This is an optimization exercise on Yosys and OpenROAD, whose aim is small area and a short achievable clock period, not a production implementation.
Where RTL was checked, it was by simulation tests only, not by an equivalence proof against the original.

==> inputs of trial 62 <==
// mas_mul_radix_top
module mas_mul_radix_top (
  input               clk,
  input               rstn,
  input        [31:0] in1,
  input        [31:0] in2,
  output logic [63:0] res
);
wire ng2;
wire ng4;
wire ng6;
wire ng8;
wire ng10;
wire ng12;
wire ng14;
wire ng16;
wire ng18;
wire ng20;
wire ng22;
wire ng24;
wire ng26;
wire ng28;
wire ng30;
wire ng32;
wire s33;
wire c34;
wire s35;
wire c36;
wire s37;
wire c38;
wire s39;
wire c40;
wire s41;
wire c42;
wire s43;
wire c44;
wire s45;
wire c46;
wire s47;
wire c48;
wire s49;
wire c50;
wire s51;
wire c52;
wire s53;
wire c54;
wire s55;
wire c56;
wire s57;
wire c58;
wire s59;
wire c60;
wire s61;
wire c62;
wire s63;
wire c64;
wire s65;
wire c66;
wire s67;
wire c68;
wire s69;
wire c70;
wire s71;
wire c72;
wire s73;
wire c74;
wire s75;
wire c76;
wire s77;
wire c78;
wire s79;
wire c80;
wire s81;
wire c82;
wire s83;
wire c84;
wire s85;
wire c86;
wire s87;
wire c88;
wire s89;
wire c90;
wire s91;
wire c92;
wire s93;
wire c94;
wire s95;
wire c96;
wire s97;
wire c98;
wire s99;
wire c100;
wire s101;
wire c102;
wire s103;
wire c104;
wire s105;
wire c106;
wire s107;
wire c108;
wire s109;
wire c110;
wire s111;
wire c112;
wire s113;
wire c114;
wire s115;
wire c116;
wire s117;
wire c118;
wire s119;
wire c120;
wire s121;
wire c122;
wire s123;
wire c124;
wire s125;
wire c126;
wire s127;
wire c128;
wire s129;
wire c130;
wire s131;
wire c132;
wire s133;
wire c134;
wire s135;
wire c136;
wire s137;
wire c138;
wire s139;
wire c140;
wire s141;
wire c142;
wire s143;
wire c144;
wire s145;
wire c146;
wire s147;
wire c148;
wire s149;
wire c150;
wire s151;
wire c152;
wire s153;
wire c154;
wire s155;
wire c156;
wire s157;
wire c158;
wire s159;
wire c160;
wire s161;
wire c162;
wire s163;
wire c164;
wire s165;
wire c166;
wire s167;
wire c168;
wire s169;
wire c170;
wire s171;
wire c172;
wire s173;
wire c174;
wire s175;
wire c176;
wire s177;
wire c178;
wire s179;
wire c180;
wire s181;
wire c182;
wire s183;
wire c184;
wire s185;
wire c186;
wire s187;
wire c188;
wire s189;
wire c190;
wire s191;
wire c192;
wire s193;
wire c194;
wire s195;
wire c196;
wire s197;
wire c198;
wire s199;
wire c200;
wire s201;
wire c202;
wire s203;
  ...
==> module mas_radix_encoder, before the edit <==
module mas_radix_encoder (
  input  [31:0] in1,
  input  [2:0]  in2,
  output        flag,
  output [32:0] res
);
wire one_n, two_n, neg_n;
mas_radix_xnor d1 (.a(in2[0]), .b(in2[1]), .y(one_n));
mas_radix_two  d2 (.b2(in2[2]), .b1(in2[1]), .one_n(one_n), .y(two_n));
mas_radix_neg  d3 (.b(in2), .y(flag));
mas_radix_inv  d4 (.a(flag), .y(neg_n));
wire [33:0] un;
assign un[0]  = neg_n;
assign un[33] = neg_n;
genvar j;
generate
  for (j = 0; j < 32; j = j + 1) begin : g_x
    mas_radix_xnor x (.a(in1[j]), .b(flag), .y(un[j+1]));
  end
  for (j = 0; j < 33; j = j + 1) begin : g_s
    mas_radix_sel s (.one_n(one_n), .u1_n(un[j+1]), .two_n(two_n), .u2_n(un[j]), .y(res[j]));
  end
endgenerate
endmodule
==> module mas_radix_two, before the edit <==
module mas_radix_two (input b2, b1, one_n, output y);
assign y = ~(one_n & (b2 ^ b1));
endmodule
==> module mas_radix_neg, before the edit <==
module mas_radix_neg (input [2:0] b, output y);
assign y = b[2] & ~(b[1] & b[0]);
endmodule
export LEC_CHECK = 0
export CAP_MARGIN = 50
export CORE_MARGIN = 2
export CORE_UTILIZATION = 60
export SETUP_SLACK_MARGIN = 4.5
export SLEW_MARGIN = 75
export SYNTH_HIERARCHICAL = 1
export SYNTH_MINIMUM_KEEP_SIZE = 0
create_clock -name core_clock -period 13.5 [get_ports {clk}]
standard.sh (not shown) runs the stock make flow with config.mk's settings and CLKGATE_MAP_FILE= SYNTH_SCRIPT=/design/flow/synth_recipe.tcl, a recipe that flattens the netlist after the stock synthesis.
==> flow/flow/run.sh <==
#!/bin/bash
# Own layout flow: the standard synthesis and layout, with the port
# buffers made from plain buffers (buffer_ports -buffer_cell) instead of the
# cell buffer_ports picks by itself.  Each tool's output goes to a log here.
set -euo pipefail
bash standard.sh synth > synth.log 2>&1
bash standard.sh "BUFFER_PORTS_ARGS=-buffer_cell sky130_fd_sc_hd__buf_2" finish > layout.log 2>&1
==> build 51: changes against trial 62 <==
Settings changed: CAP_MARGIN 50 to 60, CORE_UTILIZATION 60 to 70, SLEW_MARGIN 75 to 85.
==> build 84: changes against trial 62 <==
--- a/flow/design.v
+++ b/flow/design.v
@@ -4,30 +4,23 @@
   output        flag,
   output [32:0] res
 );
-wire one_n, two_n, neg_n;
-mas_radix_xnor d1 (.a(in2[0]), .b(in2[1]), .y(one_n));
-mas_radix_two  d2 (.b2(in2[2]), .b1(in2[1]), .one_n(one_n), .y(two_n));
-mas_radix_neg  d3 (.b(in2), .y(flag));
-mas_radix_inv  d4 (.a(flag), .y(neg_n));
+wire one_n = ~(in2[0] ^ in2[1]);
+wire two_n = ~((in2[2] & ~in2[1] & ~in2[0]) | (~in2[2] & in2[1] & in2[0]));
+assign flag = in2[2] & ~(in2[1] & in2[0]);
 wire [33:0] un;
-assign un[0]  = neg_n;
-assign un[33] = neg_n;
+wire s_n = ~in2[2];
+assign un[0]  = s_n;
+assign un[33] = s_n;
 genvar j;
 generate
   for (j = 0; j < 32; j = j + 1) begin : g_x
-    mas_radix_xnor x (.a(in1[j]), .b(flag), .y(un[j+1]));
+    mas_radix_xnor x (.a(in1[j]), .b(in2[2]), .y(un[j+1]));
   end
   for (j = 0; j < 33; j = j + 1) begin : g_s
     mas_radix_sel s (.one_n(one_n), .u1_n(un[j+1]), .two_n(two_n), .u2_n(un[j]), .y(res[j]));
   end
 endgenerate
 endmodule
-module mas_radix_two (input b2, b1, one_n, output y);
-assign y = ~(one_n & (b2 ^ b1));
-endmodule
-module mas_radix_neg (input [2:0] b, output y);
-assign y = b[2] & ~(b[1] & b[0]);
-endmodule
 module mas_radix_xnor (input a, b, output y);
 assign y = ~(a ^ b);
 endmodule
==> flow/flow/run.sh (replaced) <==
#!/bin/bash
# Own layout flow: the standard flow's synthesis script with ABC told to expect a light
# output load (ABC_LOAD_IN_FF=1, so it does not upsize the small gates), then
# the standard layout with port buffers made from plain buffers
# (buffer_ports -buffer_cell) and a setup margin for ORFS's timing repair.
# Each tool's output goes to a log file here.
set -euo pipefail
bash standard.sh ABC_LOAD_IN_FF=1 synth > synth.log 2>&1
bash standard.sh "BUFFER_PORTS_ARGS=-buffer_cell sky130_fd_sc_hd__buf_2" SETUP_SLACK_MARGIN=5 finish > layout.log 2>&1
Settings changed: CAP_MARGIN 50 to 30, SETUP_SLACK_MARGIN 4.5 to unset, SLEW_MARGIN 75 to 50.
==> run notes <==
Build 51 failed in 3_5_place_dp. Build 84 went through all stages and came out clean. Trial 62 passed the timing, DRC and antenna checks. Against trial 62, the design area of build 84 is smaller by 2.8%. Via count: build 84 is larger than trial 62 (about 2%). Clock-buffer cell count: trial 62 is lower than build 84 (1). Between trial 62 and build 84, the lower non-clock buffer count is in trial 62 (gap 10). Against build 84, the final cell count of trial 62 is lower by about 1.3%. Flip-flop and latch count is the same in build 84 and trial 62. In build 84 the worst setup slack is higher than in trial 62, by 0.43 ns. Of build 84 and trial 62, build 84 has the higher maximum frequency (gap 5.1%, measured against trial 62). In critical path depth, build 84 and trial 62 do not differ.
For trial 62 and build 51, only the layout was checked, not whether the RTL still works.

==> separate check: timing with driven ports <==
The flow's constraints put no driver on any port. The routed layouts listed below were extracted and timed again, unchanged, in two steps. Step 1 (the two cells are an assumption about what drives the block):
set clk [get_ports {clk}]
set_driving_cell -lib_cell sky130_fd_sc_hd__clkbuf_16 $clk
set_driving_cell -lib_cell sky130_fd_sc_hd__buf_2 [delete_from_list [all_inputs] $clk]
Step 2 times the ports against the registers' clock, not the clock port: input delays grow and output delays shrink by t, the midpoint of the rising clock arrivals with the driver on. Slacks: ideal / step 1 / step 2; pairs: ideal / step 1.
run | t (ns) | setup WS [ns] | worst hold slack (ns) | worst slew at a driven data input, ns
trial 62 | 0.399 | 4.636 / 4.665 / 4.266 | 2.278 / 2.250 / 2.649 | 0.06
build 84 | 0.420 | 5.065 / 5.107 / 4.687 | 2.333 / 2.309 / 2.729 | 0.10
After both steps every run listed still meets setup and hold. For build 84, which loses most, drivers alone change the setup slack by +0.042 ns; drivers and shift together by -0.378 ns.
